Context: an optimization exercise on an open-source flow, tuned for small area, a short achievable clock period and few clock cycles. The choices shown serve that exercise and are no tape-out recipe. Function not checked in this run: the RTL went through the layout flow alone. Power is estimated from default activity; no workload was simulated.

==> flow/design.v <==
module alu (output reg [7:0] dataOut,
            input [7:0]      dataInACC,  
            input [7:0]      dataIn,  
            input [1:0]      control,  
            input [7:0]      pc
           );
    always @ (pc or control or dataIn or dataInACC) begin
        if(control == 2'b00) begin             
            dataOut = dataInACC + dataIn;
        end else if(control == 2'b01) begin    
            dataOut = ~(dataInACC & dataIn);
        end else if(control == 2'b10) begin    
            if(dataInACC !=   8'b0000_0000) begin
                dataOut =   pc;
            end else begin
                dataOut =   dataIn;
            end
        end else begin                         
            if(dataInACC < dataIn) begin
                dataOut = 8'b0000_0001;
            end else begin
                dataOut = 8'b0000_0000;
            end
        end
    end
endmodule
module controlunit(input            clk,
                   input [2:0]      opcode,
                   output reg [1:0] cntr_alu, 
                   output reg       regWE,  
                   output reg       memWE,  
                   output reg       brnch,  
                   output reg       selAluIn, 
                   output reg       lw, 
                   output reg       accWE,  
                   output reg       selAccIn, 
                   output reg       selMemIn 
                    );
    always @ (opcode) begin
        cntr_alu = 2'b00;
        selAluIn = 0;
        lw = 0;
        selAccIn = 0;
        case (opcode)
            3'b000: begin  
                memWE = 0;
                regWE = 0;
                brnch = 0;
                accWE = 1;
                selAccIn = 0;
                selMemIn = 0;
            end
            3'b001: begin  
                memWE = 0;
                regWE = 0;
                brnch = 0;
                accWE = 1;
                selAccIn = 1;
                selMemIn = 0;
            end
            3'b010: begin  
                memWE = 0;
                regWE = 1;
                brnch = 0;
                accWE = 0;
                selAluIn = 1;
                lw = 0;
                cntr_alu = 2'b00;
                selMemIn = 0;
            end
            3'b011: begin  
                memWE = 0;
                regWE = 1;
                brnch = 0;
                accWE = 0;
                selAluIn = 1;
                lw = 0;
                cntr_alu = 2'b01;
                selMemIn = 0;
            end
            3'b100: begin  
                memWE = 0;
                regWE = 1;  
                lw = 0;
                brnch = 1;
                accWE = 0;
                selAluIn = 0;
                cntr_alu = 2'b10;
                selMemIn = 0;
            end
            3'b101: begin  
                memWE = 0;
                regWE = 1;
                brnch = 0;
                accWE = 0;
                selAluIn = 1;
                lw = 0;
                cntr_alu = 2'b11;
                selMemIn = 0;
            end
            3'b110: begin  
                memWE = 1;
                regWE = 0;
                brnch = 0;
                accWE = 0;
                selMemIn = 1;
            end
            default: begin  
                memWE = 0;
                regWE = 1;
                brnch = 0;
                accWE = 0;
                lw = 1;
                selMemIn = 1;
            end
      endcase
    end
endmodule
module mux2to1(output reg [7:0] dout,
               input [7:0]      din1,
               input [7:0]      din2,
               input            select  
              );
    always @ (din1 or din2 or select) begin
        if(select == 1'b0) begin
            dout = din1;
        end
        else begin
            dout = din2;
        end
    end
endmodule
module signexten(output reg [7:0] dout,  
                 input [4:0]      din
                );
    always @ (din) begin
        dout = {{3{din[4]}},din};  
    end
endmodule
module accumulator(output reg [7:0] data_out,  
                   input [7:0]      data_in,  
                   input            enable,  
                   input            clk,
                   input            rst
                  );
    reg [7:0] acc;
    always @ (*) begin
        data_out = acc;
    end
    always @ (posedge clk) begin
        if (rst) begin
            acc <= 8'b0000_0000;
        end else if (enable) begin
            acc <= data_in;
        end
    end
endmodule
module pc(output reg [7:0] dout,  
          input [7:0]      din,  
          input            clk,
          input            rst,
          input            step,  
          input            control  
         );
    always @ (posedge clk) begin
        if (rst) begin
            dout <= 8'b0000_0000;
        end else if (step) begin
            if (control == 1) begin
                dout <= din;  
            end else begin
                dout <= dout + 1;  
            end
        end
    end
endmodule
module shiftregs(output reg [7:0] data_out,
                 output [7:0]     v0,  
                 output           halt_req,  
                 input [4:0]      address,  
                 input [7:0]      data_in,  
                 input            enable,  
                 input            clk,
                 input            rst
                );
    reg [7:0] regfile [0:31];  
    always @ (*) begin
        data_out = regfile[address];  
    end
    assign v0 = regfile[1];
    assign halt_req = regfile[31] != 8'b0000_0000;
    integer i;
    always @ (posedge clk) begin
        if (rst) begin  
            for (i = 0; i < 32; i = i + 1)
                regfile[i] <= (i == 29) ? 8'b1111_1111 : 8'b0000_0000;
        end else if (enable) begin
            regfile[address] <= data_in;
        end
    end
endmodule
module processor(input            clk,
                 input            rst,         
                 output [7:0]     mem_addr,
                 output           mem_we,
                 output [7:0]     mem_wdata,
                 input  [7:0]     mem_rdata,   
                 output           halted,
                 output [7:0]     v0
                );
    localparam S_FETCH = 2'd0, S_EXEC = 2'd1, S_LOAD = 2'd2, S_HALT = 2'd3;
    reg [1:0] state;
    reg [7:0] instr;
    wire regWE, memWE, brnch, alu_sc, lw, accWE, acc_sc, mem_sc, halt_req;
    wire [1:0] cntr_alu;
    wire [7:0] addr, ext_imm, regIn, regOut, alu_out, acc_out, acc_in, pc_inc;
    wire       exec = (state == S_EXEC);
    wire       load = (state == S_LOAD);
    wire [7:0] cur_instr = exec ? mem_rdata : instr;
    wire [2:0] opcode = cur_instr[7:5];
    wire [4:0] immediate = cur_instr[4:0];
    controlunit cu(clk, opcode, cntr_alu, regWE, memWE, brnch, alu_sc, lw, accWE, acc_sc, mem_sc);
    wire acc_n0 = |acc_out;
    wire brnch_yes = acc_n0 & brnch;  
    wire step = exec & ~(lw & regWE);    
    pc pc(addr, regOut, clk, rst, step | load, brnch_yes & exec);
    assign pc_inc = addr + 8'd1;
    mux2to1 m1(mem_addr, addr, acc_out, exec & mem_sc);  
    assign mem_we = exec & memWE;
    assign mem_wdata = regOut;
    mux2to1 m2(regIn, alu_out, mem_rdata, load);  
    shiftregs regfile(regOut, v0, halt_req, immediate, regIn,
                      (exec & regWE & ~lw) | load, clk, rst);  
    mux2to1 m3(acc_in, regOut, ext_imm, acc_sc);  
    accumulator accum(acc_out, acc_in, accWE & exec, clk, rst);
    alu alu(alu_out, acc_out, regOut, cntr_alu, pc_inc);
    signexten se(ext_imm, immediate);
    assign halted = (state == S_HALT);
    always @ (posedge clk) begin
        if (rst) begin
            state <= S_FETCH;
            instr <= 8'b0000_0000;
        end else begin
            case (state)
                S_FETCH: state <= halt_req ? S_HALT : S_EXEC;  
                S_EXEC: begin
                    instr <= mem_rdata;
                    state <= (lw & regWE) ? S_LOAD : S_FETCH;
                end
                S_LOAD: state <= S_FETCH;
                default: state <= S_HALT;
            endcase
        end
    end
endmodule
==> flow/config.mk <==
export PLATFORM = sky130hd
export DESIGN_NAME = processor
export DESIGN_NICKNAME = processor
export VERILOG_FILES = /design/flow/design.v
export SDC_FILE = /design/flow/constraint.sdc
export NUM_CORES = 4
export LEC_CHECK = 0
export CAP_MARGIN = 20
export CORE_MARGIN = 2
export CORE_UTILIZATION = 40
export SLEW_MARGIN = 20
==> flow/run.sh <==
#!/bin/bash
# synth_recipe.tcl (not shown) runs the flow's synth.tcl, then flattens the netlist and writes it again
# the make line also repeats each setting of config.mk as NAME=value (left out here)
make -C /OpenROAD-flow-scripts/flow DESIGN_CONFIG=/design/flow/config.mk WORK_HOME=/design/flow/orfs CLKGATE_MAP_FILE= SYNTH_SCRIPT=/design/flow/synth_recipe.tcl finish
==> flow/constraint.sdc <==
create_clock -name core_clock -period 6.0 [get_ports {clk}]
set_input_delay 1.2000 -clock core_clock [delete_from_list [all_inputs] [get_ports {clk}]]
set_output_delay 1.2000 -clock core_clock [all_outputs]
set_load 0.01 [all_outputs]
==> results.py <==
metrics = {
    "outcome": {
        "outcome": "finished clean",
    },
    "synthesis": {
        "yosysUniqueCellTypes": 88,
        "netlist_top_cells_count": "259 x nor2_1, 256 x edfxtp_1, 118 x a21oi_1",
        "ys_seq_elements": 282,
        "yosysTopAreaCell": "edfxtp_1",
        "synth_most_common_cell": "nor2_1",
        "synth_cells": 1221,
        "async_reset_ff_frac": 0,
        "synth_ff_type": "edfxtp_1",
        "yosysSeqAreaShare": 0.577,
        "synthTopCellsByArea": "edfxtp_1 54%, nor2_1 6.8%, a21oi_1 4.1%",
        "syn_area_um2": 14200,
        "syn_area_per_cell_um2": 11.7,
        "yosysWarningCount": 8,
        "yosysTopAreaCellShare": 0.540,
        "synth_edf_count": 256,
        "syn_nets": 1254,
    },
    "global_routing": {
        "antenna_found_initial": 0,
        "globalRouteOverflowTotal": 0,
        "grt_max_degree": 44,
        "grt_pass1_wl_um": 63400,
        "grt_use_total": 0.231,
        "grt_pass1_vias": 9927,
    },
    "clock_network": {
        "clkTransAtPathRegs_ps": 60,
        "cts_inserted_buffers": 30,
        "cts.sinks": 282,
        "cts.hold.buffers_added": 0,
        "h-tree-depth": 1,
        "insertion_delay_ps": 570,
        "post_cts_buffers": 0,
        "root_buffer": "clkbuf_16",
        "cts_buffer_depth": 3,
        "cts_tree": "yes",
    },
    "detailed_routing": {
        "drt_iter0_markers": 1148,
        "viasPerCell": 5.88,
        "vias": 10400,
        "drtAntennaViolNets": 0,
        "wire_per_inst_um": 24.0,
        "first_pass_iters": 6,
        "wl_um": 42600,
        "drc": 0,
    },
    "cells_and_area": {
        "post-route-util": 0.466,
        "fin_cells": 1776,
        "syn_to_final_growth_pct": 15.6,
        "drive_gt1_frac": 0.182,
        "insertedDiodeCount": 0,
        "fin_nets": 1324,
    },
    "timing": {
        "final.period_utilization": 0.980,
        "setup_ws_ps": 121,
        "final-setup-viol-count": 0,
        "slew_headroom": 0.299,
        "rsz0062_at_grt": "false",
        "fin_skew_ps": 14.4,
        "max_freq_ghz": 0.170,
        "slew_violations": 0,
        "hold_viol_final": 0,
        "post-route-min-period_ps": 5880,
        "timing_worst_slew_pin_value_ps": 1050,
    },
    "worst_setup_path": {
        "start_kind": "register",
        "path_max_fanout": 13,
        "crit_top_cell": "buf_4",
        "worst-endpoint-arrival_ps": 4680,
        "rrSetupSlack_ps": 560,
        "crit-reg2reg-launch": "state[1]",
        "rr_endpoint": "regfile.regfile[12][7]",
        "worstSetupPathType": "register to primary output",
        "crit_path_end_kind": "primary output",
        "critPathRequiredTime_ps": 4800,
        "reg2reg_depth": 17,
        "path_cells": "inv_1, ha_1, or3b_1, buf_4, buf_4, a21oi_1, nor4_1, o22ai_1, nor4b_4, buf_4, clkdlybuf4s50_1",
        "critPathBufInv": 5,
        "cpPeakStageDelay_ps": 620,
        "cp_top_family": "simple AND/OR/NAND/NOR gates",
        "crit_path_top_delay_cell": "or3b_1",
    },
    "placed_design": {
        "pre_cts_slack_ps": -168,
        "port_buffers": 35,
        "place.gp.congestion": 0.922,
        "hpwl_um": 29000,
        "dp_cells": 1720,
    },
    "die": {
        "dieWidth_um": 193,
        "ioPinCount": 36,
        "start_util": 0.403,
        "row_count": 69,
        "dieHeight_um": 193,
        "core_um2": 35300,
        "dieArea_um2": 37100,
    },
    "power_and_ir_drop": {
        "irDropWorstVdd_mv": 0.393,
        "leakagePower_nw": 6.02,
        "powerDensity_nw_per_um2": 435,
    },
    "min_path": {
        "hp-start": "pc.dout[6]",
        "hold_path_end": "pc.dout[6]",
        "min_path_cells": 2,
        "hold_class": "register to register",
    },
    "run": {
        "cap_violations": 0,
    },
}
-- cells by family after synthesis --
| logic type | after synthesis | synth area share |
|---|---|---|
| simple gates | 487 | 0.159 |
| flops | 282 | 0.577 |
| compound gates | 253 | 0.120 |
| buf+inv | 104 | 0.0459 |
| mux | 60 | 0.0703 |
| fa+ha+maj | 23 | 0.0207 |
| xor+xnor | 12 | 0.00738 |
-- tightest hold or removal path: cells and delay by family, from the launching register on --
family | cells | cell delay [ps]
compound gates | 1 | 60
flops | 1 | 340
simple gates | 1 | 70
-- worst max path at each step --
| stage | slack, ps | start | endpoint | cells after the start |
|---|---|---|---|---|
| finish | 120 | state[1] | mem_wdata[1] | 11 |
| floorplan | 1160 | mem_rdata[1] | regfile.regfile[29][7] | 16 |
| CTS | 130 | mem_rdata[1] | mem_wdata[6] | 10 |
| global route | 40 | state[1] | mem_wdata[1] | 11 |
| global placement | -140 | mem_rdata[1] | regfile.regfile[29][0] | 16 |
| detailed placement | -170 | mem_rdata[1] | regfile.regfile[29][0] | 16 |
-- final cells by class --
type                            instances  area (µm²)
Sequential cell                       282        8210
Tap cell                              461         577
Clock buffer                           33         762
Clock inverter                         23         249
Fill cell                            3157       18800
Inverter                               22        82.6
Timing Repair Buffer                  120        1160
Multi-Input combinational cell        835        5420
-- report_power, final --
group / switching, mW / internal, mW
logic: 1.89 / 1.08
clock network: 0.771 / 1.13
registers: 0.0597 / 2.24
-- state kept, by name, summed over array words and instances (netlist names) --
register         count
state                2
regfile.regfile    256
pc.dout              8
instr                8
accum.acc            8
-- cells in the final DEF (no fill, tap or decap), drive strengths merged, types with 7 or more instances in the layout --
master / Yosys / final
clkdlybuf4s50: 0 / 35
clkbuf: 21 / 33
nand2: 99 / 99
mux4: 29 / 29
buf: 61 / 85
inv: 21 / 21
nand2b: 9 / 9
a21oi: 119 / 119
nor2: 289 / 289
mux2: 11 / 11
ha: 22 / 22
o41ai: 15 / 15
a221oi: 7 / 7
dfxtp: 26 / 26
nand3: 16 / 16
mux2i: 20 / 20
clkinv: 1 / 16
edfxtp: 256 / 256
and2: 9 / 9
nor3: 7 / 7
nor4: 16 / 16
o21ai: 28 / 28
o22ai: 20 / 20
-- timing repair --
action,in CTS,in global routing
endpoints found under the setup margin,1,1
gates resized for setup,1,1
cloned,0,0
-- metal layers --
| layer | GRT usage | wire (µm) |
|---|---|---|
| met1 | 0.312 | 17600 |
| met2 | 0.376 | 20000 |
| met3 | 0.0349 | 3320 |
| met4 | 0.0854 | 1680 |
| met5 | 0 | 0 |
-- per-stage QoR --
stage	total power, mW	instance area (µm²)	TNS [ps]	hold WS, ps
after global placement	5.25	15400	-6320	493
after CTS	7.15	16500	0	518
final	7.16	16500	0	520
after detailed placement	5.27	15400	-8020	509
after global routing	7.41	16500	0	538
after floorplan	4.12	14200	0	466

## static timing again, ports no longer ideal
No port has a modelled driver above. Below, the same layout with a new extraction and two added sets of constraints. Step 1: set_driving_cell puts a clkbuf_16 on clk and a buf_2 on each other input, an assumption about the parent block. Step 2, shift: input delay + t, output delay - t, t = (earliest + latest rising clock arrival at the registers) / 2. This alone moves slack from input paths to output paths. Three values: ideal ports, drivers, drivers and shift; two values: the first two.
t, ns: 0.612
setup WS [ns]: 0.121 / 0.070 / 0.041
hold WS [ns]: 0.520 / 0.520 / 0.520
worst setup path after step 2: input to register
cell pins on the clock port's net: 1
After both steps this run still meets setup and hold. For this run, drivers alone change the setup slack by -0.051 ns; drivers and shift together by -0.080 ns.
